Context: an optimization exercise on an open-source flow, tuned for small area. The choices shown serve that exercise and are no tape-out recipe. In this exercise RTL edits were held to simulation tests only and were not proved equivalent to the original.

==> flow/design.v (outline; a module is shown in full before it is edited, if it fits) <==
// module xr: 7 lines
// module xnr: 7 lines
// module upd: 9 lines
// module opair: 21 lines
// module opair_id: 23 lines
// module lfsr_word_0: 264 lines
// module lfsr_word_1: 264 lines
// module lfsr_word_2: 264 lines
// module lfsr_word_3: 264 lines
// module lfsr_word_4: 264 lines
// module lfsr_word_5: 264 lines
// module lfsr_word_6: 264 lines
// module lfsr_word_7: 264 lines
// module LFSR_Transmitter: 227 lines
module LFSR_Transmitter #(
    parameter WIDTH = 32
)(
    input  wire i_clk,
    input  wire i_rst_n,
    input  wire [1:0] i_state,
    input  wire i_enable_scrambeling_pattern,
    input  wire [1:0] i_functional_tx_lanes,
    input  wire i_enable_reversal,
    input  wire [WIDTH-1:0] i_lane_0,
    input  wire [WIDTH-1:0] i_lane_1,
    input  wire [WIDTH-1:0] i_lane_2,
    input  wire [WIDTH-1:0] i_lane_3,
    input  wire [WIDTH-1:0] i_lane_4,
    input  wire [WIDTH-1:0] i_lane_5,
    input  wire [WIDTH-1:0] i_lane_6,
    input  wire [WIDTH-1:0] i_lane_7,
    input  wire [WIDTH-1:0] i_lane_8,
    input  wire [WIDTH-1:0] i_lane_9,
    input  wire [WIDTH-1:0] i_lane_10,
    input  wire [WIDTH-1:0] i_lane_11,
    input  wire [WIDTH-1:0] i_lane_12,
    input  wire [WIDTH-1:0] i_lane_13,
    input  wire [WIDTH-1:0] i_lane_14,
    input  wire [WIDTH-1:0] i_lane_15,
    output wire [WIDTH-1:0] o_lane_0,
    output wire [WIDTH-1:0] o_lane_1,
    output wire [WIDTH-1:0] o_lane_2,
    output wire [WIDTH-1:0] o_lane_3,
    output wire [WIDTH-1:0] o_lane_4,
    output wire [WIDTH-1:0] o_lane_5,
    output wire [WIDTH-1:0] o_lane_6,
    output wire [WIDTH-1:0] o_lane_7,
    output wire [WIDTH-1:0] o_lane_8,
    output wire [WIDTH-1:0] o_lane_9,
    output wire [WIDTH-1:0] o_lane_10,
    output wire [WIDTH-1:0] o_lane_11,
    output wire [WIDTH-1:0] o_lane_12,
    output wire [WIDTH-1:0] o_lane_13,
    output wire [WIDTH-1:0] o_lane_14,
    output wire [WIDTH-1:0] o_lane_15,
    output reg o_Lfsr_tx_done,
    output reg o_enable_frame
);
  // ...
==> flow/flow/run.sh <==
#!/bin/bash
# Layout flow: the standard ORFS flow (standard.sh, unchanged synthesis, floorplan, power
# grid, placement, CTS and routing), except that the port buffers that global placement adds to
# every input and output are sky130_fd_sc_hd__buf_1 instead of the default clkdlybuf4s50_1.
# make's output goes to make_finish.log here; ORFS keeps each step's log under orfs/logs/.
set -euo pipefail
bash standard.sh "BUFFER_PORTS_ARGS=-buffer_cell sky130_fd_sc_hd__buf_1" finish > make_finish.log 2>&1
==> flow/standard.sh <==
#!/bin/bash
# synth_recipe.tcl (not shown) runs the flow's synth.tcl, then flattens the netlist and writes it again
# the make line also repeats each setting of config.mk as NAME=value (left out here)
make -C /OpenROAD-flow-scripts/flow DESIGN_CONFIG=/design/flow/config.mk WORK_HOME=/design/flow/orfs CLKGATE_MAP_FILE= SYNTH_SCRIPT=/design/flow/synth_recipe.tcl "${@:-finish}"
==> flow/config.mk <==
export PLATFORM = sky130hd
export DESIGN_NAME = LFSR_Transmitter
export DESIGN_NICKNAME = LFSR_Transmitter
export VERILOG_FILES = /design/flow/design.v
export SDC_FILE = /design/flow/constraint.sdc
export NUM_CORES = 4
export LEC_CHECK = 0
export CAP_MARGIN = 20
export CORE_MARGIN = 2
export CORE_UTILIZATION = 40
export CTS_BUF_LIST = sky130_fd_sc_hd__clkbuf_16
export CTS_CLUSTER_DIAMETER = 100
export CTS_CLUSTER_SIZE = 20
export SLEW_MARGIN = 20
export SYNTH_HIERARCHICAL = 1
export SYNTH_MINIMUM_KEEP_SIZE = 0
==> flow/constraint.sdc <==
create_clock -name core_clock -period 6.0 [get_ports {i_clk}]
set_input_delay 1.2000 -clock core_clock [delete_from_list [all_inputs] [get_ports {i_clk}]]
set_output_delay 1.2000 -clock core_clock [all_outputs]
set_load 0.01 [all_outputs]
==> metrics.md, run 1 <==
| Metric | Value |
|---|---|
| Prevailing post-synth register cell | `dfrtp_1` |
| Global route hottest layer | `met2` |
| Number of inserted diodes | `9` |
| Adder-Cell Fraction of Synth Area | `0.183%` |
| Worst path required time | `6.53 ns` |
| Max-cap violations | `0` |
| Multi-input logic area | `21,400 µm²` |
| Row count | `117` |
| Setup violations, final | `0` |
| Largest net degree at the start of global routing | `173` |
| Most frequent cells in the layout | `1,032 x buf_1, 956 x xor2_1, 710 x dfrtp_1` |
| Most numerous cell in the Yosys netlist | `xor2_1` |
| WL per Instance | `27.9 µm` |
| Placement Setup Slack | `1.37 ns` |
| Post-synthesis mux area share | `0.0549%` |
| Cell Count, Final, Fillers Out | `5,943` |
| Most frequent cells after synthesis | `956 x xor2_1, 710 x dfrtp_1, 518 x nand2_1` |
| H-tree levels | `2` |
| Leading cell kind | `multi-input gates` |
| Synth area leader | `dfrtp_1` |
| Setup Buffers After CTS | `0` |
| Inst Count DP | `5,873` |
| Reg2Reg Setup Slack | `1.25 ns` |
| Layout clock area frac | `3.06%` |
| Register bit total from synthesis | `710` |
| Status | `complete, no violations` |
| Fin crit share | `79.2%` |
==> run 2: changes to the inputs <==
--- a/flow/config.mk
+++ b/flow/config.mk
@@ -10,6 +10,6 @@
 export CORE_UTILIZATION = 40
 export CTS_BUF_LIST = sky130_fd_sc_hd__clkbuf_16
-export CTS_CLUSTER_DIAMETER = 100
-export CTS_CLUSTER_SIZE = 20
+export CTS_CLUSTER_DIAMETER = 150
+export CTS_CLUSTER_SIZE = 22
 export SLEW_MARGIN = 20
 export SYNTH_HIERARCHICAL = 1
==> run 2 against run 1 <==
Effect of this change: clock-buffer cell count decreased by 10; cell area decreased by 0.93%; synthesized cell count unchanged; fmax fell by 0.16%; first-iteration DRC count grew 2.5%; register-to-register slack about the same; clock skew increased by 0.025 ns; non-clock buffer count unchanged; global-route usage shrank 0.11 points; critical path type unchanged.
==> metrics.md, run 2 <==
| Metric | Value |
|---|---|
| Status | `complete, no violations (unchanged)` |
| Area Growth Syn to Fin | `13.1% (was 14.2%)` |
| Final Critical Period | `4.76 ns (was 4.75 ns)` |
| Number of synthesized flops with an enable pin | `0 (unchanged)` |
| Hold Fails Final Rpt | `0 (unchanged)` |
| Hold WC Path Type | `flip-flop to flip-flop (unchanged)` |
| RSZ-0062 raised after global routing | `false (unchanged)` |
| Setup violations, final | `0 (unchanged)` |
| IO Pins | `1,034 (unchanged)` |
| Synth warnings | `7 (unchanged)` |
| Row count | `117 (unchanged)` |
| CTS tree | `done (unchanged)` |
| Most frequent cells in the layout | `1,032 x buf_1, 956 x xor2_1, 710 x dfrtp_1 (unchanged)` |
| Cell area after layout | `46,400 µm² (was 46,800 µm²)` |
| Fin crit share | `79.4% (was 79.2%)` |
| Largest registers | `olr (512), lfsr_x (184), counter (7) (unchanged)` |
| Library cells used by synthesis | `36 (unchanged)` |
| Fin nets | `5,071 (was 5,079)` |
| Routed Antenna Nets | `0 (unchanged)` |
| TNS Setup | `0 ns (unchanged)` |
| Worst setup EP type | `flip-flop (unchanged)` |
| Most frequent cell on the critical path | `xor2_1 (unchanged)` |
| Max-slew violations | `0 (unchanged)` |
| GRT met1 Usage | `40.3% (about the same)` |
| Worst path slowest cell | `xnor2_1 (unchanged)` |
| Commonest non-fill, non-tap cell in the layout | `buf_1 (unchanged)` |
| Delay of the slowest cell on the worst path | `0.70 ns (was 0.67 ns)` |
| Initial Util | `40.3% (unchanged)` |
| Max-cap violations | `0 (unchanged)` |
| Worst Hold Path Cells | `1 (unchanged)` |
| Drt via density | `5.52 (was 5.54)` |
| Buf+Inv Stages, Crit Path | `0 (unchanged)` |
| DPL Wire Length | `125,000 µm (unchanged)` |
| Post-synth top area share | `43.3% (unchanged)` |
| Tightest Pin Transition | `1.20 ns (was 1.26 ns)` |
| Syn_nets | `4,207 (unchanged)` |
| Worst path required time | `6.50 ns (was 6.53 ns)` |
| Number of global-route vias before repair | `32,578 (was 32,771)` |
| Reg2reg start | `lfsr_x[44]$_DFF_PN0_ (unchanged)` |
| Mapped Area | `41,000 µm² (unchanged)` |
| Largest net degree at the start of global routing | `173 (unchanged)` |
| Number of flip-flops in the largest register | `512 (unchanged)` |
| R2R depth | `12 (unchanged)` |
| Hold Crit Start | `o_Lfsr_tx_done$_DFFE_PN0P_ (unchanged)` |
| PortBufs | `1,033 (unchanged)` |
| Drt drc | `0 (unchanged)` |
| Worst-path clk slew | `0.09 ns (about the same)` |
| First-pass GRT wire length | `232,000 µm (was 233,000 µm)` |
| WHS Endpoint | `o_Lfsr_tx_done$_DFFE_PN0P_ (unchanged)` |
| Most numerous cell in the Yosys netlist | `xor2_1 (unchanged)` |
| Vias | `32,689 (was 32,895)` |
| Cells after synthesis | `3,681 (unchanged)` |
| Sequential share of the synthesized area | `43.3% (unchanged)` |
| Clock skew after layout | `0.0465 ns (was 0.0213 ns)` |
| Most frequent cells after synthesis | `956 x xor2_1, 710 x dfrtp_1, 518 x nand2_1 (unchanged)` |
| Syn Area/Cell | `11.1 µm² (unchanged)` |
| Overall routed net length | `165,000 µm (was 166,000 µm)` |
| Cell Count, Final, Fillers Out | `5,920 (was 5,943)` |
| Worst r2r dst | `olr[291]$_DFF_PN0_ (unchanged)` |
| Top reg by flops | `olr (unchanged)` |
| GR Overflow Total | `0 (unchanged)` |
| Die ar. | `105,000 µm² (unchanged)` |
| Synth area leader | `dfrtp_1 (unchanged)` |
| Worst-path fanout max | `5 (unchanged)` |
| Global route hottest layer | `met2 (unchanged)` |
| Worst Path Class, Setup | `flip-flop to flip-flop (unchanged)` |
| Setup crit start kind | `flip-flop (unchanged)` |
| H-tree levels | `2 (unchanged)` |
| CP delay by family, top | `XOR/XNOR gates (unchanged)` |
| Setup Buffers After CTS | `0 (unchanged)` |
| Post-cts sizing count | `0 (unchanged)` |
| Setup crit start | `lfsr_x[44]$_DFF_PN0_ (unchanged)` |
| Clock Latency Late Sink | `0.64 ns (about the same)` |
| Worst-path cell chain | `xor2_1, xor2_1, xor2_1, xor2_1, xor2_1, xor2_1, xnor2_1, xor2_1, xor2_1, xnor2_1, xnor2_1, a221o_1 (unchanged)` |
| Post-CTS Hold Buffers | `0 (unchanged)` |
| Overall die width | `324 µm (unchanged)` |
| Core Area | `102,000 µm² (unchanged)` |
| Ys async rst share | `100% (unchanged)` |
| Initial antenna violation count | `19 (was 22)` |
| Register bit total from synthesis | `710 (unchanged)` |
| Prevailing post-synth register cell | `dfrtp_1 (unchanged)` |
| Initial drt markers | `2,823 (was 2,754)` |
| TritonCTS buffer count | `38 (was 46)` |
| Met2 Usage GRT | `47.7% (was 47.8%)` |
| Root Driver | `clkbuf_16 (unchanged)` |
| Gr usage total | `30.3% (was 30.4%)` |
| Die H | `324 µm (unchanged)` |
| Clock Path Buffers | `3 (unchanged)` |
| GRT met3 Usage | `6.97% (was 6.64%)` |
| Share of layout cells above drive strength 1 | `2.60% (was 2.98%)` |
| Max-slew headroom | `19.8% (was 15.6%)` |
| Reg2Reg Setup Slack | `1.24 ns (was 1.25 ns)` |
| Drt first pass iters | `6 (was 7)` |
| Area of placed instances | `45,400 µm² (unchanged)` |
| Inst Count DP | `5,873 (unchanged)` |
| Crit path DAT | `5.26 ns (was 5.28 ns)` |
| Largest cells by area after synthesis | `dfrtp_1 43%, xor2_1 20%, xnor2_1 9.9%, a22o_1 9.4%, a221o_1 6.3% (unchanged)` |
| WL per Instance | `28.0 µm (was 27.9 µm)` |
| Routability cong. | `0.927 (unchanged)` |
| Clock sinks | `710 (unchanged)` |
| Max frequency | `210 MHz (about the same)` |
-- run 2: cell counts after synthesis --
No cell type changed its count.
-- run 2: layer usage --
layer,wire (µm),share of wire (%),vias to the layer above
met5,115,0.069,-
met4,6980,4.2,18
met3,13700,8.3,272
met2,75800,46,1552
met1,68800,42,16555
li1,-,-,14292
-- run 2: final cells by class --
class,instances,area [µm²]
Multi-Input combinational cell,2703,21400
Tap cell,1368,1710
Antenna cell,5,12.5
Inverter,9,43.8
Sequential cell,710,17800
Clock buffer,39,976
Clock inverter,3,28.8
Fill cell,9951,55300
Timing Repair Buffer,1083,4510
-- run 2: worst max path at each step --
stage / end / slack [ns] / cells past startpoint
after detailed placement: olr[195]$_DFF_PN0_ / 1.37 / 11
after CTS: olr[291]$_DFF_PN0_ / 1.32 / 12
after floorplan: olr[389]$_DFF_PN0_ / -1.03 / 8
final: olr[291]$_DFF_PN0_ / 1.24 / 12
after global placement: olr[195]$_DFF_PN0_ / 1.47 / 11
after global routing: olr[195]$_DFF_PN0_ / 0.94 / 12
-- run 2: cells by family (layout without fill, tap and decap cells) --
| group | count (synthesis) | count (layout) | share of synthesized area [%] |
|---|---|---|---|
| xor gates and xnor gates | 1420 | 1420 | 30.3 |
| AOI/OAI and AO/OA | 716 | 716 | 16.0 |
| DFF | 710 | 710 | 43.3 |
| and+or+nand+nor | 559 | 559 | 5.34 |
| buffers and inverters | 268 | 1134 | 4.81 |
| adders and majority gates | 6 | 6 | 0.183 |
| muxes | 2 | 2 | 0.0549 |
| other | 0 | 5 | 0 |
-- run 2: Yosys stat by module (local to each module, per instance), excerpt --
module	times used	flops+latches	area, µm²
lfsr_word_1	1	0	240
xnr	134	0	8.76
lfsr_word_5	1	0	240
upd	184	0	8.76
lfsr_word_0	1	0	240
lfsr_word_4	1	0	240
LFSR_Transmitter	1	710	18400
lfsr_word_2	1	0	240
lfsr_word_7	1	0	240
lfsr_word_6	1	0	240
xr	770	0	8.76
lfsr_word_3	1	0	240
-- run 2: per-stage QoR --
stage	utilization [%]	hold slack (ns)	setup WS [ns]
3_5_place_dp	44.6	0.504	1.37
5_1_grt	45.6	0.549	0.944
6_report	45.6	0.522	1.24
2_1_floorplan	-	0.492	-1.03
3_3_place_gp	44.6	0.495	1.47
4_1_cts	45.6	0.530	1.32
==> module opair, before the edit <==
module opair #(
    parameter INV_N = 0,
    parameter INV_M = 0
)(
    input  wire pn,
    input  wire pm,
    input  wire in_n,
    input  wire in_m,
    input  wire wi,
    input  wire sn0,
    input  wire sr0,
    input  wire sn1,
    input  wire sr1,
    output wire on,
    output wire om
);
    wire x = (pn ^ INV_N[0]) ^ (wi & in_n);
    wire y = (pm ^ INV_M[0]) ^ (wi & in_m);
    assign on = (sn0 & x) | (sr0 & y);
    assign om = (sn1 & y) | (sr1 & x);
endmodule
==> module opair_id, before the edit <==
module opair_id #(
    parameter INV_N = 0,
    parameter INV_M = 0
)(
    input  wire pn,
    input  wire pm,
    input  wire in_n,
    input  wire in_m,
    input  wire wi,
    input  wire sn0,
    input  wire sr0,
    input  wire sn1,
    input  wire sr1,
    input  wire idn,
    input  wire idm,
    output wire on,
    output wire om
);
    wire x = (pn ^ INV_N[0]) ^ (wi & in_n);
    wire y = (pm ^ INV_M[0]) ^ (wi & in_m);
    assign on = (sn0 & x) | (sr0 & y) | idn;
    assign om = (sn1 & y) | (sr1 & x) | idm;
endmodule
==> module LFSR_Transmitter, before the edit <==
module LFSR_Transmitter #(
    parameter WIDTH = 32
)(
    input  wire i_clk,
    input  wire i_rst_n,
    input  wire [1:0] i_state,
    input  wire i_enable_scrambeling_pattern,
    input  wire [1:0] i_functional_tx_lanes,
    input  wire i_enable_reversal,
    input  wire [WIDTH-1:0] i_lane_0,
    input  wire [WIDTH-1:0] i_lane_1,
    input  wire [WIDTH-1:0] i_lane_2,
    input  wire [WIDTH-1:0] i_lane_3,
    input  wire [WIDTH-1:0] i_lane_4,
    input  wire [WIDTH-1:0] i_lane_5,
    input  wire [WIDTH-1:0] i_lane_6,
    input  wire [WIDTH-1:0] i_lane_7,
    input  wire [WIDTH-1:0] i_lane_8,
    input  wire [WIDTH-1:0] i_lane_9,
    input  wire [WIDTH-1:0] i_lane_10,
    input  wire [WIDTH-1:0] i_lane_11,
    input  wire [WIDTH-1:0] i_lane_12,
    input  wire [WIDTH-1:0] i_lane_13,
    input  wire [WIDTH-1:0] i_lane_14,
    input  wire [WIDTH-1:0] i_lane_15,
    output wire [WIDTH-1:0] o_lane_0,
    output wire [WIDTH-1:0] o_lane_1,
    output wire [WIDTH-1:0] o_lane_2,
    output wire [WIDTH-1:0] o_lane_3,
    output wire [WIDTH-1:0] o_lane_4,
    output wire [WIDTH-1:0] o_lane_5,
    output wire [WIDTH-1:0] o_lane_6,
    output wire [WIDTH-1:0] o_lane_7,
    output wire [WIDTH-1:0] o_lane_8,
    output wire [WIDTH-1:0] o_lane_9,
    output wire [WIDTH-1:0] o_lane_10,
    output wire [WIDTH-1:0] o_lane_11,
    output wire [WIDTH-1:0] o_lane_12,
    output wire [WIDTH-1:0] o_lane_13,
    output wire [WIDTH-1:0] o_lane_14,
    output wire [WIDTH-1:0] o_lane_15,
    output reg o_Lfsr_tx_done,
    output reg o_enable_frame
);
    localparam IDLE         = 2'b00;
    localparam CLEAR_LFSR   = 2'b01;
    localparam PATTERN_LFSR = 2'b10;
    localparam PER_LANE_IDE = 2'b11;
    localparam [183:0] SEEDS = {23'h1BB807, 23'h0277CE, 23'h19CFC9, 23'h010F12, 23'h18C0DB, 23'h1EC760, 23'h0607BB, 23'h1DBFBC};
    localparam [255:0] POL = 256'h37700E0004EF9C00339F9200021E24003181B6003D8EC0000C0F76003B7F7800;
    reg [1:0] current_state;
    reg [1:0] i_state_reg;
    reg [6:0] counter;
    reg lane_reversal_enabled;
    reg [183:0] lfsr_x;     
    reg [511:0] olr;        
    wire st_idle = (current_state == IDLE);
    wire st_clr  = (current_state == CLEAR_LFSR);
    wire st_pat  = (current_state == PATTERN_LFSR);
    wire st_pl   = (current_state == PER_LANE_IDE);
    wire c127    = &counter;
    wire c63     = &counter[5:0];
    wire any_lane = |i_functional_tx_lanes;
    wire scr     = i_enable_scrambeling_pattern;
    wire rev     = lane_reversal_enabled;
    always @(posedge i_clk or negedge i_rst_n) begin
        if (!i_rst_n) begin
            current_state <= IDLE;
            i_state_reg   <= 2'b00;
        end else begin
            i_state_reg <= i_state;
            case (current_state)
                IDLE:         if (i_state_reg != i_state) current_state <= i_state;
                CLEAR_LFSR:   current_state <= IDLE;
                PATTERN_LFSR: if (c127) current_state <= IDLE;
                default:      if (c63)  current_state <= IDLE;
            endcase
        end
    end
    always @(posedge i_clk or negedge i_rst_n) begin
        if (!i_rst_n) begin
            counter <= 7'd0;
            o_Lfsr_tx_done <= 1'b0;
            o_enable_frame <= 1'b0;
            lane_reversal_enabled <= 1'b0;
        end else begin
            if (st_idle) begin
                counter <= 7'd0;
                o_enable_frame <= 1'b0;
                o_Lfsr_tx_done <= i_enable_reversal;
                if (i_enable_reversal) lane_reversal_enabled <= 1'b1;
            end else if (st_pat) begin
                if (scr) o_enable_frame <= 1'b1;
                else if (any_lane) begin
                    counter <= counter + 7'd1;
                    o_Lfsr_tx_done <= c127;
                    o_enable_frame <= ~c127;
                end
            end else if (st_pl) begin
                if (any_lane) begin
                    counter <= {1'b0, counter[5:0] + 6'd1};
                    o_Lfsr_tx_done <= c63;
                    o_enable_frame <= ~c63;
                end
            end
        end
    end
    genvar k, b, n;
    wire [71:0]  ext;            
    wire [183:0] lfsr_next_x;
    lfsr_word_0 u_word0 (.r(lfsr_x[23*0 +: 23]), .ext(ext[9*0 +: 9]), .ns_x(lfsr_next_x[23*0 +: 23]));
    lfsr_word_1 u_word1 (.r(lfsr_x[23*1 +: 23]), .ext(ext[9*1 +: 9]), .ns_x(lfsr_next_x[23*1 +: 23]));
    lfsr_word_2 u_word2 (.r(lfsr_x[23*2 +: 23]), .ext(ext[9*2 +: 9]), .ns_x(lfsr_next_x[23*2 +: 23]));
    lfsr_word_3 u_word3 (.r(lfsr_x[23*3 +: 23]), .ext(ext[9*3 +: 9]), .ns_x(lfsr_next_x[23*3 +: 23]));
    lfsr_word_4 u_word4 (.r(lfsr_x[23*4 +: 23]), .ext(ext[9*4 +: 9]), .ns_x(lfsr_next_x[23*4 +: 23]));
    lfsr_word_5 u_word5 (.r(lfsr_x[23*5 +: 23]), .ext(ext[9*5 +: 9]), .ns_x(lfsr_next_x[23*5 +: 23]));
    lfsr_word_6 u_word6 (.r(lfsr_x[23*6 +: 23]), .ext(ext[9*6 +: 9]), .ns_x(lfsr_next_x[23*6 +: 23]));
    lfsr_word_7 u_word7 (.r(lfsr_x[23*7 +: 23]), .ext(ext[9*7 +: 9]), .ns_x(lfsr_next_x[23*7 +: 23]));
    wire lfsr_hold = ~(st_pat | st_clr);
    wire [183:0] lfsr_d;
    generate
        for (k = 0; k < 184; k = k + 1) begin : g_upd
            upd u_upd (.ld(st_pat), .n(lfsr_next_x[k]), .hold(lfsr_hold), .q(lfsr_x[k]), .d(lfsr_d[k]));
        end
    endgenerate
    always @(posedge i_clk or negedge i_rst_n) begin
        if (!i_rst_n) lfsr_x <= 184'd0;
        else          lfsr_x <= lfsr_d;
    end
    wire [255:0] pw;
    generate
        for (k = 0; k < 8; k = k + 1) begin : g_pw
            assign pw[32*k +: 32] = {lfsr_x[23*k +: 23], ext[9*k +: 9]};
        end
    endgenerate
    wire [511:0] il;
    assign il[31:0] = i_lane_0;
    assign il[63:32] = i_lane_1;
    assign il[95:64] = i_lane_2;
    assign il[127:96] = i_lane_3;
    assign il[159:128] = i_lane_4;
    assign il[191:160] = i_lane_5;
    assign il[223:192] = i_lane_6;
    assign il[255:224] = i_lane_7;
    assign il[287:256] = i_lane_8;
    assign il[319:288] = i_lane_9;
    assign il[351:320] = i_lane_10;
    assign il[383:352] = i_lane_11;
    assign il[415:384] = i_lane_12;
    assign il[447:416] = i_lane_13;
    assign il[479:448] = i_lane_14;
    assign il[511:480] = i_lane_15;
    wire wp = st_pat & (scr | ~c127);    
    wire wi = st_pat & scr;              
    wire wd = st_pl & ~c63;              
    wire [1:0] wpg = {2{wp}} & i_functional_tx_lanes;
    wire [1:0] wdg = {2{wd}} & i_functional_tx_lanes;
    wire [1:0] sel_r  = wpg & {2{rev}};
    wire [1:0] sel_n  = wpg & {2{~rev}};
    wire [1:0] id_r   = wdg & {2{rev}};
    wire [1:0] id_n   = wdg & {2{~rev}};
    wire [511:0] olr_next;
    generate
        for (n = 0; n < 8; n = n + 1) begin : g_pair
            localparam integer M = 15 - n;
            localparam [3:0] NN = n;
            for (b = 0; b < 32; b = b + 1) begin : g_bit
                localparam integer IB = b % 16;
                localparam INVN = POL[32*n + b];
                localparam INVM = POL[32*(7-n) + b];
                wire idn, idm;
                if (IB == 15 || IB == 13 || IB == 3 || IB == 1) begin : g_one
                    assign idn = wdg[0];
                    assign idm = wdg[1];
                end else if (IB == 7) begin : g_b3
                    assign idn = id_r[0];         
                    assign idm = id_n[1];         
                end else if (IB >= 4 && IB <= 6) begin : g_bj
                    if (NN[IB-4]) begin : g_1
                        assign idn = id_n[0];
                        assign idm = id_r[1];
                    end else begin : g_0
                        assign idn = id_r[0];
                        assign idm = id_n[1];
                    end
                end else begin : g_zero
                    assign idn = 1'b0;
                    assign idm = 1'b0;
                end
                if (IB == 15 || IB == 13 || IB == 3 || IB == 1 || (IB >= 4 && IB <= 7)) begin : g_id
                    opair_id #(.INV_N(INVN), .INV_M(INVM)) u_o (
                        .pn(pw[32*n + b]), .pm(pw[32*(7-n) + b]),
                        .in_n(il[32*n + b]), .in_m(il[32*M + b]), .wi(wi),
                        .sn0(sel_n[0]), .sr0(sel_r[0]), .sn1(sel_n[1]), .sr1(sel_r[1]),
                        .idn(idn), .idm(idm),
                        .on(olr_next[32*n + b]), .om(olr_next[32*M + b]));
                end else begin : g_noid
                    opair #(.INV_N(INVN), .INV_M(INVM)) u_o (
                        .pn(pw[32*n + b]), .pm(pw[32*(7-n) + b]),
                        .in_n(il[32*n + b]), .in_m(il[32*M + b]), .wi(wi),
                        .sn0(sel_n[0]), .sr0(sel_r[0]), .sn1(sel_n[1]), .sr1(sel_r[1]),
                        .on(olr_next[32*n + b]), .om(olr_next[32*M + b]));
                end
            end
        end
    endgenerate
    always @(posedge i_clk or negedge i_rst_n) begin
        if (!i_rst_n) olr <= 512'd0;
        else          olr <= olr_next;
    end
    assign o_lane_0 = olr[31:0];
    assign o_lane_1 = olr[63:32];
    assign o_lane_2 = olr[95:64];
    assign o_lane_3 = olr[127:96];
    assign o_lane_4 = olr[159:128];
    assign o_lane_5 = olr[191:160];
    assign o_lane_6 = olr[223:192];
    assign o_lane_7 = olr[255:224];
    assign o_lane_8 = olr[287:256];
    assign o_lane_9 = olr[319:288];
    assign o_lane_10 = olr[351:320];
    assign o_lane_11 = olr[383:352];
    assign o_lane_12 = olr[415:384];
    assign o_lane_13 = olr[447:416];
    assign o_lane_14 = olr[479:448];
    assign o_lane_15 = olr[511:480];
endmodule
==> run 3: changes to the inputs <==
--- a/flow/design.v
+++ b/flow/design.v
@@ -22,4 +22,11 @@
     assign d = (ld & n) | (hold & q);
 endmodule
+module nd2 (
+    input  wire a,
+    input  wire b,
+    output wire y
+);
+    assign y = ~(a & b);
+endmodule
 module opair #(
     parameter INV_N = 0,
@@ -28,7 +35,6 @@
     input  wire pn,
     input  wire pm,
-    input  wire in_n,
-    input  wire in_m,
-    input  wire wi,
+    input  wire jn,
+    input  wire jm,
     input  wire sn0,
     input  wire sr0,
@@ -38,6 +44,6 @@
     output wire om
 );
-    wire x = (pn ^ INV_N[0]) ^ (wi & in_n);
-    wire y = (pm ^ INV_M[0]) ^ (wi & in_m);
+    wire x = (pn ^ INV_N[0]) ^ ~jn;
+    wire y = (pm ^ INV_M[0]) ^ ~jm;
     assign on = (sn0 & x) | (sr0 & y);
     assign om = (sn1 & y) | (sr1 & x);
@@ -49,7 +55,6 @@
     input  wire pn,
     input  wire pm,
-    input  wire in_n,
-    input  wire in_m,
-    input  wire wi,
+    input  wire jn,
+    input  wire jm,
     input  wire sn0,
     input  wire sr0,
@@ -61,6 +66,6 @@
     output wire om
 );
-    wire x = (pn ^ INV_N[0]) ^ (wi & in_n);
-    wire y = (pm ^ INV_M[0]) ^ (wi & in_m);
+    wire x = (pn ^ INV_N[0]) ^ ~jn;
+    wire y = (pm ^ INV_M[0]) ^ ~jm;
     assign on = (sn0 & x) | (sr0 & y) | idn;
     assign om = (sn1 & y) | (sr1 & x) | idm;
@@ -2232,6 +2237,9 @@
     reg [6:0] counter;
     reg lane_reversal_enabled;
-    reg [183:0] lfsr_x;     
-    reg [511:0] olr;        
+    reg [183:0] lfsr_x;
+    reg adv_q;              
+    reg clr_q;              
+    reg [511:0] jq;         
+    reg [1:0] sn_q, sr_q, id_q, idr_q, idn_q;
     wire st_idle = (current_state == IDLE);
     wire st_clr  = (current_state == CLEAR_LFSR);
@@ -2296,9 +2304,18 @@
     lfsr_word_6 u_word6 (.r(lfsr_x[23*6 +: 23]), .ext(ext[9*6 +: 9]), .ns_x(lfsr_next_x[23*6 +: 23]));
     lfsr_word_7 u_word7 (.r(lfsr_x[23*7 +: 23]), .ext(ext[9*7 +: 9]), .ns_x(lfsr_next_x[23*7 +: 23]));
-    wire lfsr_hold = ~(st_pat | st_clr);
+    always @(posedge i_clk or negedge i_rst_n) begin
+        if (!i_rst_n) begin
+            adv_q <= 1'b0;
+            clr_q <= 1'b0;
+        end else begin
+            adv_q <= st_pat;
+            clr_q <= st_clr;
+        end
+    end
+    wire lfsr_hold = ~(adv_q | clr_q);
     wire [183:0] lfsr_d;
     generate
         for (k = 0; k < 184; k = k + 1) begin : g_upd
-            upd u_upd (.ld(st_pat), .n(lfsr_next_x[k]), .hold(lfsr_hold), .q(lfsr_x[k]), .d(lfsr_d[k]));
+            upd u_upd (.ld(adv_q), .n(lfsr_next_x[k]), .hold(lfsr_hold), .q(lfsr_x[k]), .d(lfsr_d[k]));
         end
     endgenerate
@@ -2335,9 +2352,27 @@
     wire [1:0] wpg = {2{wp}} & i_functional_tx_lanes;
     wire [1:0] wdg = {2{wd}} & i_functional_tx_lanes;
-    wire [1:0] sel_r  = wpg & {2{rev}};
-    wire [1:0] sel_n  = wpg & {2{~rev}};
-    wire [1:0] id_r   = wdg & {2{rev}};
-    wire [1:0] id_n   = wdg & {2{~rev}};
-    wire [511:0] olr_next;
+    always @(posedge i_clk or negedge i_rst_n) begin
+        if (!i_rst_n) begin
+            sn_q  <= 2'b00;
+            sr_q  <= 2'b00;
+            id_q  <= 2'b00;
+            idr_q <= 2'b00;
+            idn_q <= 2'b00;
+        end else begin
+            sn_q  <= wpg & {2{~rev}};
+            sr_q  <= wpg & {2{rev}};
+            id_q  <= wdg;
+            idr_q <= wdg & {2{rev}};
+            idn_q <= wdg & {2{~rev}};
+        end
+    end
+    wire [511:0] jd;
+    generate
+        for (k = 0; k < 512; k = k + 1) begin : g_j
+            nd2 u_nd (.a(wi), .b(il[k]), .y(jd[k]));
+        end
+    endgenerate
+    always @(posedge i_clk) jq <= jd;
+    wire [511:0] olr;
     generate
         for (n = 0; n < 8; n = n + 1) begin : g_pair
@@ -2350,16 +2385,16 @@
                 wire idn, idm;
                 if (IB == 15 || IB == 13 || IB == 3 || IB == 1) begin : g_one
-                    assign idn = wdg[0];
-                    assign idm = wdg[1];
+                    assign idn = id_q[0];
+                    assign idm = id_q[1];
                 end else if (IB == 7) begin : g_b3
-                    assign idn = id_r[0];         
-                    assign idm = id_n[1];         
+                    assign idn = idr_q[0];        
+                    assign idm = idn_q[1];        
                 end else if (IB >= 4 && IB <= 6) begin : g_bj
                     if (NN[IB-4]) begin : g_1
-                        assign idn = id_n[0];
-                        assign idm = id_r[1];
+                        assign idn = idn_q[0];
+                        assign idm = idr_q[1];
                     end else begin : g_0
-                        assign idn = id_r[0];
-                        assign idm = id_n[1];
+                        assign idn = idr_q[0];
+                        assign idm = idn_q[1];
                     end
                 end else begin : g_zero
@@ -2370,22 +2405,18 @@
                     opair_id #(.INV_N(INVN), .INV_M(INVM)) u_o (
                         .pn(pw[32*n + b]), .pm(pw[32*(7-n) + b]),
-                        .in_n(il[32*n + b]), .in_m(il[32*M + b]), .wi(wi),
-                        .sn0(sel_n[0]), .sr0(sel_r[0]), .sn1(sel_n[1]), .sr1(sel_r[1]),
+                        .jn(jq[32*n + b]), .jm(jq[32*M + b]),
+                        .sn0(sn_q[0]), .sr0(sr_q[0]), .sn1(sn_q[1]), .sr1(sr_q[1]),
                         .idn(idn), .idm(idm),
-                        .on(olr_next[32*n + b]), .om(olr_next[32*M + b]));
+                        .on(olr[32*n + b]), .om(olr[32*M + b]));
                 end else begin : g_noid
                     opair #(.INV_N(INVN), .INV_M(INVM)) u_o (
                         .pn(pw[32*n + b]), .pm(pw[32*(7-n) + b]),
-                        .in_n(il[32*n + b]), .in_m(il[32*M + b]), .wi(wi),
-                        .sn0(sel_n[0]), .sr0(sel_r[0]), .sn1(sel_n[1]), .sr1(sel_r[1]),
-                        .on(olr_next[32*n + b]), .om(olr_next[32*M + b]));
+                        .jn(jq[32*n + b]), .jm(jq[32*M + b]),
+                        .sn0(sn_q[0]), .sr0(sr_q[0]), .sn1(sn_q[1]), .sr1(sr_q[1]),
+                        .on(olr[32*n + b]), .om(olr[32*M + b]));
                 end
             end
         end
     endgenerate
-    always @(posedge i_clk or negedge i_rst_n) begin
-        if (!i_rst_n) olr <= 512'd0;
-        else          olr <= olr_next;
-    end
     assign o_lane_0 = olr[31:0];
     assign o_lane_1 = olr[63:32];
==> run 3 against run 2 <==
Effect of this change: clock skew fell by 0.010 ns; worst setup slack worse by 1.1 ns; sequential share of layout area fell by 3.8 points; synthesized area down 5.7%; clock-buffer cell count rose by 2; global-route usage is 0.87 points lower; flip-flop and latch count grew 12; wire length fell by 7.0%; final cell count barely moved; critical path type is now flip-flop to output port.
==> metrics.md, run 3 <==
| Metric | Value |
|---|---|
| Area Growth Syn to Fin | `16.4% (was 13.1%)` |
| Top reg by flops | `jq (was olr)` |
| R2R depth | `15 (was 12)` |
| Top sig layer | `met5 (unchanged)` |
| Most numerous cell in the Yosys netlist | `xor2_1 (unchanged)` |
| Drt first pass iters | `6 (unchanged)` |
| Clock Path Buffers | `3 (unchanged)` |
| Gr usage total | `29.4% (was 30.3%)` |
| Max-slew violations | `0 (unchanged)` |
| First-pass GRT wire length | `216,000 µm (was 232,000 µm)` |
| Hold Crit Start | `o_Lfsr_tx_done$_DFFE_PN0P_ (unchanged)` |
| Fin nets | `5,127 (was 5,071)` |
| Initial drt markers | `2,680 (was 2,823)` |
| Number of fill cells | `9,516 (was 9,951)` |
| Worst Hold Path Cells | `1 (unchanged)` |
| Row count | `114 (was 117)` |
| Met2 WL | `72,100 µm (was 75,800 µm)` |
| Setup crit start kind | `flip-flop (unchanged)` |
| GR Overflow Total | `0 (unchanged)` |
| Hold WC Path Type | `flip-flop to flip-flop (unchanged)` |
| Routed Antenna Nets | `0 (unchanged)` |
| Drt via density | `5.43 (was 5.52)` |
| Met1 Wirelength | `64,100 µm (was 68,800 µm)` |
| Worst-path clk slew | `0.10 ns (was 0.09 ns)` |
| Commonest non-fill, non-tap cell in the layout | `buf_1 (unchanged)` |
| Cells after synthesis | `3,689 (was 3,681)` |
| Syn_nets | `4,210 (was 4,207)` |
| Setup violations, final | `0 (unchanged)` |
| FF/Latch Area | `15,500 µm² (was 17,800 µm²)` |
| Final Critical Period | `5.83 ns (was 4.76 ns)` |
| Worst r2r dst | `lfsr_x[20]$_DFF_PN0_ (was olr[291]$_DFF_PN0_)` |
| Most frequent cells in the layout | `1,032 x buf_1, 901 x xor2_1, 520 x nand2_1 (was 1,032 x buf_1, 956 x xor2_1, 710 x dfrtp_1)` |
| Mapped Area | `38,700 µm² (was 41,000 µm²)` |
| Met3 wire len | `12,200 µm (was 13,700 µm)` |
| Hold Fails Final Rpt | `0 (unchanged)` |
| Sequential share of the synthesized area | `40.1% (was 43.3%)` |
| Root Driver | `clkbuf_16 (unchanged)` |
| Cell Count, Final, Fillers Out | `5,924 (was 5,920)` |
| Post-CTS Hold Buffers | `0 (unchanged)` |
| Routability cong. | `0.946 (was 0.927)` |
| Inst Count DP | `5,830 (was 5,873)` |
| Largest net degree at the start of global routing | `115 (was 173)` |
| Number of global-route vias before repair | `31,217 (was 32,578)` |
| Share of layout cells above drive strength 1 | `5.20% (was 2.60%)` |
| Crit path DAT | `4.63 ns (was 5.26 ns)` |
| Library cells used by synthesis | `41 (was 36)` |
| Synth area leader | `dfxtp_1 (was dfrtp_1)` |
| CTS tree | `done (unchanged)` |
| PortBufs | `1,033 (unchanged)` |
| Initial Util | `40.2% (was 40.3%)` |
| TritonCTS buffer count | `38 (unchanged)` |
| Worst-path fanout max | `4 (was 5)` |
| Fin crit share | `97.2% (was 79.4%)` |
| Vias | `32,178 (was 32,689)` |
| Ys async rst share | `29.1% (was 100%)` |
| Initial antenna violation count | `32 (was 19)` |
| Largest registers | `jq (512), lfsr_x (184), counter (7) (was olr (512), lfsr_x (184), counter (7))` |
| Tightest Pin Transition | `1.12 ns (was 1.20 ns)` |
| Reg2Reg Setup Slack | `1.85 ns (was 1.24 ns)` |
| WHS Endpoint | `o_Lfsr_tx_done$_DFFE_PN0P_ (unchanged)` |
| Max-cap violations | `0 (unchanged)` |
| Worst setup EP type | `output port (was flip-flop)` |
| H-tree levels | `2 (unchanged)` |
| Register bit total from synthesis | `722 (was 710)` |
| Reg2reg start | `lfsr_x[6]$_DFF_PN0_ (was lfsr_x[44]$_DFF_PN0_)` |
| Clock Latency Late Sink | `0.63 ns (was 0.64 ns)` |
| Number of synthesized flops with an enable pin | `0 (unchanged)` |
| Prevailing post-synth register cell | `dfxtp_1 (was dfrtp_1)` |
| Status | `complete, no violations (unchanged)` |
| Largest cells by area after synthesis | `dfxtp_1 26%, xor2_1 22%, dfrtp_1 14%, xnor2_1 11%, a22o_1 10% (was dfrtp_1 43%, xor2_1 20%, xnor2_1 9.9%, a22o_1 9.4%, a221o_1 6.3%)` |
| Overall die width | `315 µm (was 324 µm)` |
| Worst Path Class, Setup | `flip-flop to output port (was flip-flop to flip-flop)` |
| Overall routed net length | `154,000 µm (was 165,000 µm)` |
| Syn Area/Cell | `10.5 µm² (was 11.1 µm²)` |
| Clock sinks | `722 (was 710)` |
| Post-synth top area share | `26.5% (was 43.3%)` |
| WL per Instance | `26.0 µm (was 28.0 µm)` |
| Placement Setup Slack | `0.422 ns (was 1.37 ns)` |
| Die ar. | `99,300 µm² (was 105,000 µm²)` |
| Synth warnings | `7 (unchanged)` |
| IO Pins | `1,034 (unchanged)` |
| Number of flip-flops in the largest register | `512 (unchanged)` |
| Drt drc | `0 (unchanged)` |
| Clock skew after layout | `0.0360 ns (was 0.0465 ns)` |
| DPL Wire Length | `116,000 µm (was 125,000 µm)` |
| Die H | `315 µm (was 324 µm)` |
| Final critical-path setup slack | `0.165 ns (was 1.24 ns)` |
| Max frequency | `171 MHz (was 210 MHz)` |
| Multi-input logic area | `21,800 µm² (was 21,400 µm²)` |
| Most frequent cells after synthesis | `952 x xor2_1, 520 x nand2_1, 512 x dfxtp_1 (was 956 x xor2_1, 710 x dfrtp_1, 518 x nand2_1)` |
| Max-slew headroom | `25.1% (was 19.8%)` |
| Core Area | `96,300 µm² (was 102,000 µm²)` |
| Worst path required time | `4.80 ns (was 6.50 ns)` |
run 3: Yosys stat by module (local to each module, per instance), a selection:
module,times used,cell area [µm²],cells inside,flops+latches
lfsr_word_1,1,240,32,0
LFSR_Transmitter,1,16000,809,722
lfsr_word_6,1,240,32,0
lfsr_word_4,1,240,32,0
lfsr_word_3,1,240,32,0
lfsr_word_2,1,240,32,0
lfsr_word_7,1,240,32,0
run 3: worst max-delay path, stage by stage, from the launching register on:
cell     delay, ns
dfrtp_1       0.52
xor2_1        0.30
xor2_1        0.21
xor2_1        0.32
xnor2_2       0.20
buf_4         0.22
xor2_1        0.29
xor2_1        0.23
xor2_1        0.30
xor2_2        0.24
xor2_1        0.28
xor2_2        0.27
xnor2_1       0.14
a221o_1       0.36
buf_1         0.13
run 3: per-layer routing:
| metal | up-vias | GRT usage [%] |
|---|---|---|
| li1 | 14451 | - |
| met1 | 16090 | 38.3 |
| met2 | 1367 | 47.8 |
| met3 | 244 | 6.58 |
| met4 | 26 | 10.0 |
| met5 | - | 0 |
run 3: how the worst max path moves through the flow:
stage,start,depth (start not counted),to,slack (ns)
detailed placement,lfsr_x[46]$_DFF_PN0_,12,o_lane_10[4],0.42
global placement,lfsr_x[182]$_DFF_PN0_,13,o_lane_8[4],0.49
finish,lfsr_x[144]$_DFF_PN0_,14,o_lane_1[3],0.17
CTS,lfsr_x[144]$_DFF_PN0_,13,o_lane_14[4],0.002
global route,lfsr_x[144]$_DFF_PN0_,14,o_lane_1[3],-0.04
floorplan,sr_q[0]$_DFF_PN0_,1,o_lane_0[13],0.03
run 3: cell type report:
class                   instances  share of cell area, %
diodes                         14                 0.0778
clock buffers                  41                   2.28
clock inverters                27                  0.283
inverters                       3                 0.0250
multi-input cells            2703                   48.4
flip-flops and latches        722                   34.5
well taps                    1276                   3.54
repair buffers               1138                   10.8
run 3: logic make-up (layout without fill, tap and decap cells):
family          after synthesis  count (layout)  synth area share, %
buf+inv                     264            1209                 5.05
xor+xnor                   1418            1418                 32.1
simple gates                557             557                 5.61
flops                       722             722                 40.1
compound gates              725             725                 17.1
other cells                   0              14                    0
mux                           2               2               0.0550
fa+ha+maj                     1               1               0.0323
run 3: per-stage QoR:
| step | cell area (µm²) | setup TNS (ns) | hold WS, ns | utilization (%) |
|---|---|---|---|---|
| global placement | 43200 | 0 | 0.495 | 44.9 |
| floorplan | 38700 | 0 | 0.514 | - |
| global route | 45000 | -0.0932 | 0.561 | 46.8 |
| CTS | 44600 | 0 | 0.531 | 46.3 |
| finish | 45000 | 0 | 0.532 | 46.8 |
| detailed placement | 43200 | 0 | 0.503 | 44.9 |
run 3: repair_timing:
| action | 4_1_cts | 5_1_grt |
|---|---|---|
| gates resized for setup | 29 | 50 |
| buffers inserted | 1 | 11 |
| pin swaps | 4 | 16 |
| endpoints found under the setup margin | 32 | 34 |
==> run 4: changes to the inputs <==
--- a/flow/design.v
+++ b/flow/design.v
@@ -2239,4 +2239,5 @@
     reg [183:0] lfsr_x;
     reg adv_q;              
+    reg seed_q;             
     reg clr_q;              
     reg [511:0] jq;         
@@ -2308,10 +2309,12 @@
             adv_q <= 1'b0;
             clr_q <= 1'b0;
+            seed_q <= 1'b1;
         end else begin
             adv_q <= st_pat;
             clr_q <= st_clr;
+            seed_q <= 1'b0;
         end
     end
-    wire lfsr_hold = ~(adv_q | clr_q);
+    wire lfsr_hold = ~(adv_q | clr_q | seed_q);
     wire [183:0] lfsr_d;
     generate
@@ -2320,8 +2323,5 @@
         end
     endgenerate
-    always @(posedge i_clk or negedge i_rst_n) begin
-        if (!i_rst_n) lfsr_x <= 184'd0;
-        else          lfsr_x <= lfsr_d;
-    end
+    always @(posedge i_clk) lfsr_x <= lfsr_d;
     wire [255:0] pw;
     generate
==> run 4 against run 3 <==
Effect of this change: still clean on timing, DRC and antenna; hold slack worse by 0.0043 ns; via count down 1.0%; clock-buffer cell count unchanged; critical path type unchanged.
==> metrics.md, run 4 <==
| Metric | Value |
|---|---|
| Status | `complete, no violations (unchanged)` |
| Final Critical Period | `5.80 ns (was 5.83 ns)` |
| Cell Count, Final, Fillers Out | `5,891 (was 5,924)` |
| Setup violations, final | `0 (unchanged)` |
| Initial Util | `40.4% (was 40.2%)` |
| Routability cong. | `0.954 (was 0.946)` |
| DPL Wire Length | `115,000 µm (was 116,000 µm)` |
| Worst-path clk slew | `0.10 ns (about the same)` |
| PortBufs | `1,033 (unchanged)` |
| Die H | `311 µm (was 315 µm)` |
| Inst Count DP | `5,821 (was 5,830)` |
| Hold_ws | `0.528 ns (was 0.532 ns)` |
| Core Area | `93,500 µm² (was 96,300 µm²)` |
| Fin crit share | `96.7% (was 97.2%)` |
| Number of flip-flops in the largest register | `512 (unchanged)` |
| Top reg by flops | `jq (unchanged)` |
| Sequential share of the synthesized area | `38.7% (was 40.1%)` |
| Die ar. | `97,000 µm² (was 99,300 µm²)` |
| Initial antenna violation count | `19 (was 32)` |
| Syn Area/Cell | `10.3 µm² (was 10.5 µm²)` |
| Tightest Pin Transition | `1.14 ns (was 1.12 ns)` |
| Adder-Cell Fraction of Synth Area | `0.0331% (was 0.0323%)` |
| Clock sinks | `723 (was 722)` |
| Syn_nets | `4,207 (was 4,210)` |
| Max-slew violations | `0 (unchanged)` |
| XOR/XNOR share of the synthesized area | `32.9% (was 32.1%)` |
| Ys async rst share | `3.73% (was 29.1%)` |
| Fin nets | `5,137 (was 5,127)` |
| Simple-Gate Fraction of Synth Area | `5.81% (was 5.61%)` |
| Cell area after layout | `44,100 µm² (was 45,000 µm²)` |
| Routed Antenna Nets | `0 (unchanged)` |
| Multi-input logic area | `21,800 µm² (about the same)` |
| Share of layout cells above drive strength 1 | `5.54% (was 5.20%)` |
| Most numerous cell in the Yosys netlist | `xor2_1 (unchanged)` |
| H-tree levels | `2 (unchanged)` |
| Worst Path Class, Setup | `flip-flop to output port (unchanged)` |
| Synth warnings | `7 (unchanged)` |
| RSZ-0062 raised after global routing | `true` |
| Max frequency | `172 MHz (was 171 MHz)` |
| Number of fill cells | `9,212 (was 9,516)` |
| Clock skew after layout | `0.0344 ns (was 0.0360 ns)` |
| Worst setup EP type | `output port (unchanged)` |
| Row count | `112 (was 114)` |
| Synth area leader | `dfxtp_1 (unchanged)` |
| Worst-path fanout max | `4 (unchanged)` |
| Number of synthesized flops with an enable pin | `0 (unchanged)` |
| Main combinational cell family by area after synthesis | `XOR/XNOR gates (unchanged)` |
| Gr usage total | `29.3% (was 29.4%)` |
| Most frequent cells in the layout | `1,033 x buf_1, 895 x xor2_1, 692 x dfxtp_1 (was 1,032 x buf_1, 901 x xor2_1, 520 x nand2_1)` |
| Root Driver | `clkbuf_16 (unchanged)` |
| Clock Path Buffers | `3 (unchanged)` |
| FF/Latch Area | `14,600 µm² (was 15,500 µm²)` |
| First-pass GRT wire length | `214,000 µm (was 216,000 µm)` |
| Vias | `31,850 (was 32,178)` |
| Largest net degree at the start of global routing | `109 (was 115)` |
| Drt via density | `5.41 (was 5.43)` |
| Utilization after layout | `47.1% (was 46.8%)` |
| Initial drt markers | `2,906 (was 2,680)` |
| Clock Latency Late Sink | `0.63 ns (about the same)` |
| Worst path required time | `4.80 ns (about the same)` |
| Area Growth Syn to Fin | `16.6% (was 16.4%)` |
| Hold WC Path Type | `flip-flop to flip-flop (unchanged)` |
| Post-synth top area share | `36.9% (was 26.5%)` |
| Post-synthesis mux area share | `0.0596% (was 0.0550%)` |
| Max-slew headroom | `24.1% (was 25.1%)` |
| Most frequent cells after synthesis | `952 x xor2_1, 696 x dfxtp_1, 519 x nand2_1 (was 952 x xor2_1, 520 x nand2_1, 512 x dfxtp_1)` |
| Max-cap violations | `0 (unchanged)` |
| Overall die width | `311 µm (was 315 µm)` |
| CTS tree | `done (unchanged)` |
| Register bit total from synthesis | `723 (was 722)` |
| Overall routed net length | `150,000 µm (was 154,000 µm)` |
| Commonest non-fill, non-tap cell in the layout | `buf_1 (unchanged)` |
| Delay of the slowest cell on the worst path | `0.44 ns (was 0.52 ns)` |
| IO Pins | `1,034 (unchanged)` |
| Area of placed instances | `42,300 µm² (was 43,200 µm²)` |
| Hold Fails Final Rpt | `0 (unchanged)` |
| TritonCTS buffer count | `38 (unchanged)` |
| Drt first pass iters | `6 (unchanged)` |
| Cells after synthesis | `3,686 (was 3,689)` |
| Worst path slowest cell | `dfxtp_1 (was dfrtp_1)` |
| Setup crit start kind | `flip-flop (unchanged)` |
| Mapped Area | `37,800 µm² (was 38,700 µm²)` |
| Crit path DAT | `4.60 ns (was 4.63 ns)` |
| GR Overflow Total | `0 (unchanged)` |
| Largest cells by area after synthesis | `dfxtp_1 37%, xor2_1 22%, xnor2_1 11%, a22o_1 10%, a221o_1 6.8% (was dfxtp_1 26%, xor2_1 22%, dfrtp_1 14%, xnor2_1 11%, a22o_1 10%)` |
| Largest registers | `jq (512), lfsr_x (184), counter (7) (unchanged)` |
| Prevailing post-synth register cell | `dfxtp_1 (unchanged)` |
| Number of global-route vias before repair | `31,069 (was 31,217)` |
| Drt drc | `0 (unchanged)` |
| WL per Instance | `25.5 µm (was 26.0 µm)` |
| Worst-path cell chain | `xor2_1, xor2_1, xor2_2, buf_4, xor2_4, xor2_2, xor2_2, xor2_1, xor2_1, xor2_1, xor2_2, xnor2_1, a221o_1, buf_1 (was xor2_1, xor2_1, xor2_1, xnor2_2, buf_4, xor2_1, xor2_1, xor2_1, xor2_2, xor2_1, xor2_2, xnor2_1, a221o_1, buf_1)` |
| Library cells used by synthesis | `39 (was 41)` |
| Most frequent cell on the critical path | `xor2_1 (unchanged)` |
| Post-synthesis compound-gate area fraction | `17.4% (was 17.1%)` |
==> run 4: changes by cell type after synthesis, sizes merged, moves of 2 or more <==
cell | previous run | this run
dfxtp | 512 | 696
clkbuf | 4 | 1
nor2 | 10 | 8
a21o | 2 | 0
inv | 3 | 1
nand3 | 3 | 9
buf | 257 | 259
or4 | 0 | 3
o22ai | 2 | 0
or3 | 4 | 0
dfrtp | 210 | 26
nand4 | 2 | 0
==> run 4: repair_timing <==
item | CTS | global route
setup buffers | 0 | 9
resized for setup | 31 | 50
hold buffers | 0 | 0
pin swaps | 2 | 13
gates cloned | 0 | 0
setup endpoints to repair | 33 | 35
endpoints found under the hold margin | 0 | 0
==> run 4: worst paths after layout <==
path | from | to | slack, ns | cells after the start
max reg2reg | lfsr_x[27]$_DFF_P_ | lfsr_x[43]$_DFF_P_ | 1.78 | 12
max in group asynchronous | i_rst_n | id_q[1]$_DFF_PN0_ | 5.06 | 2
min | counter[0]$_DFFE_PN0P_ | counter[0]$_DFFE_PN0P_ | 0.53 | 1
max | lfsr_x[167]$_DFF_P_ | o_lane_0[4] | 0.20 | 14
min reg2reg | counter[0]$_DFFE_PN0P_ | counter[0]$_DFFE_PN0P_ | 0.53 | 1
min in group asynchronous | i_rst_n | counter[2]$_DFFE_PN0P_ | 0.60 | 2
==> run 4: metal layers <==
metal / up-vias / global-route usage (%) / part of all wire [%]
met1: 15693 / 38.3 / 42
met2: 1466 / 48.2 / 47
met5: - / 0 / 0.027
li1: 14434 / - / -
met3: 251 / 5.68 / 7.7
met4: 6 / 10.2 / 3.6
==> run 4: final cells by class <==
type	count	share of cell area (%)
Antenna cell	15	0.0852
Clock buffer	41	2.33
Clock inverter	5	0.0454
Inverter	2	0.0199
Multi-Input combinational cell	2701	49.6
Sequential cell	723	33.2
Tap cell	1254	3.56
Timing Repair Buffer	1150	11.1
==> run 4: critical path: cells and delay by family, from the launching register on <==
kind                   cells  cell delay (ns)
buffers and inverters      2             0.33
flip-flops                 1             0.44
XOR/XNOR                  11             2.81
AO/OA/AOI/OAI              1             0.43
==> run 4: kinds of logic after synthesis <==
logic type	count (synthesis)
flip-flops	723
multiplexers	2
AND/OR/NAND/NOR	560
other	1
AO/OA/AOI/OAI	718
adder cells (fa/ha/maj)	1
buffers and inverters	262
XOR/XNOR	1419
==> run 4: through the flow <==
step,setup slack [ns],TNS [ns]
2_1_floorplan,0.0315,0
3_3_place_gp,0.542,0
3_5_place_dp,0.388,0
4_1_cts,0.00251,0
5_1_grt,-0.0203,-0.0399
6_report,0.196,0
==> run 4: per-module statistics from Yosys, one instance, submodules excluded, a selection <==
module | times used | area (µm²) | cells inside
lfsr_word_2 | 1 | 240 | 32
lfsr_word_4 | 1 | 240 | 32
xnr | 134 | 8.76 | 1
lfsr_word_5 | 1 | 240 | 32
lfsr_word_6 | 1 | 240 | 32
lfsr_word_7 | 1 | 240 | 32

port drivers added, routing unchanged:
No port has a modelled driver above. Below, the same layouts with a new extraction and two added sets of constraints. Step 1 (the two cells are an assumption about what drives the block):
set clk [get_ports {i_clk}]
set_driving_cell -lib_cell sky130_fd_sc_hd__clkbuf_16 $clk
set_driving_cell -lib_cell sky130_fd_sc_hd__buf_2 [delete_from_list [all_inputs] $clk]
Step 2 also shifts input and output timing later by t, the mid clock arrival at the registers, as if the neighbouring blocks saw the same clock. a / b / c = ideal / step 1 / step 2; a / b = the first two.
run	t (ns)	setup slack, ns	clock arrival spread, ns
run 1	0.709	1.246 / 1.246 / 1.246	0.022 / 0.022
run 2	0.701	1.238 / 1.238 / 1.238	0.056 / 0.056
run 3	0.682	0.165 / 0.092 / 0.774	0.041 / 0.041
run 4	0.680	0.196 / 0.124 / 0.805	0.035 / 0.035
After both steps every run listed still meets setup and hold.
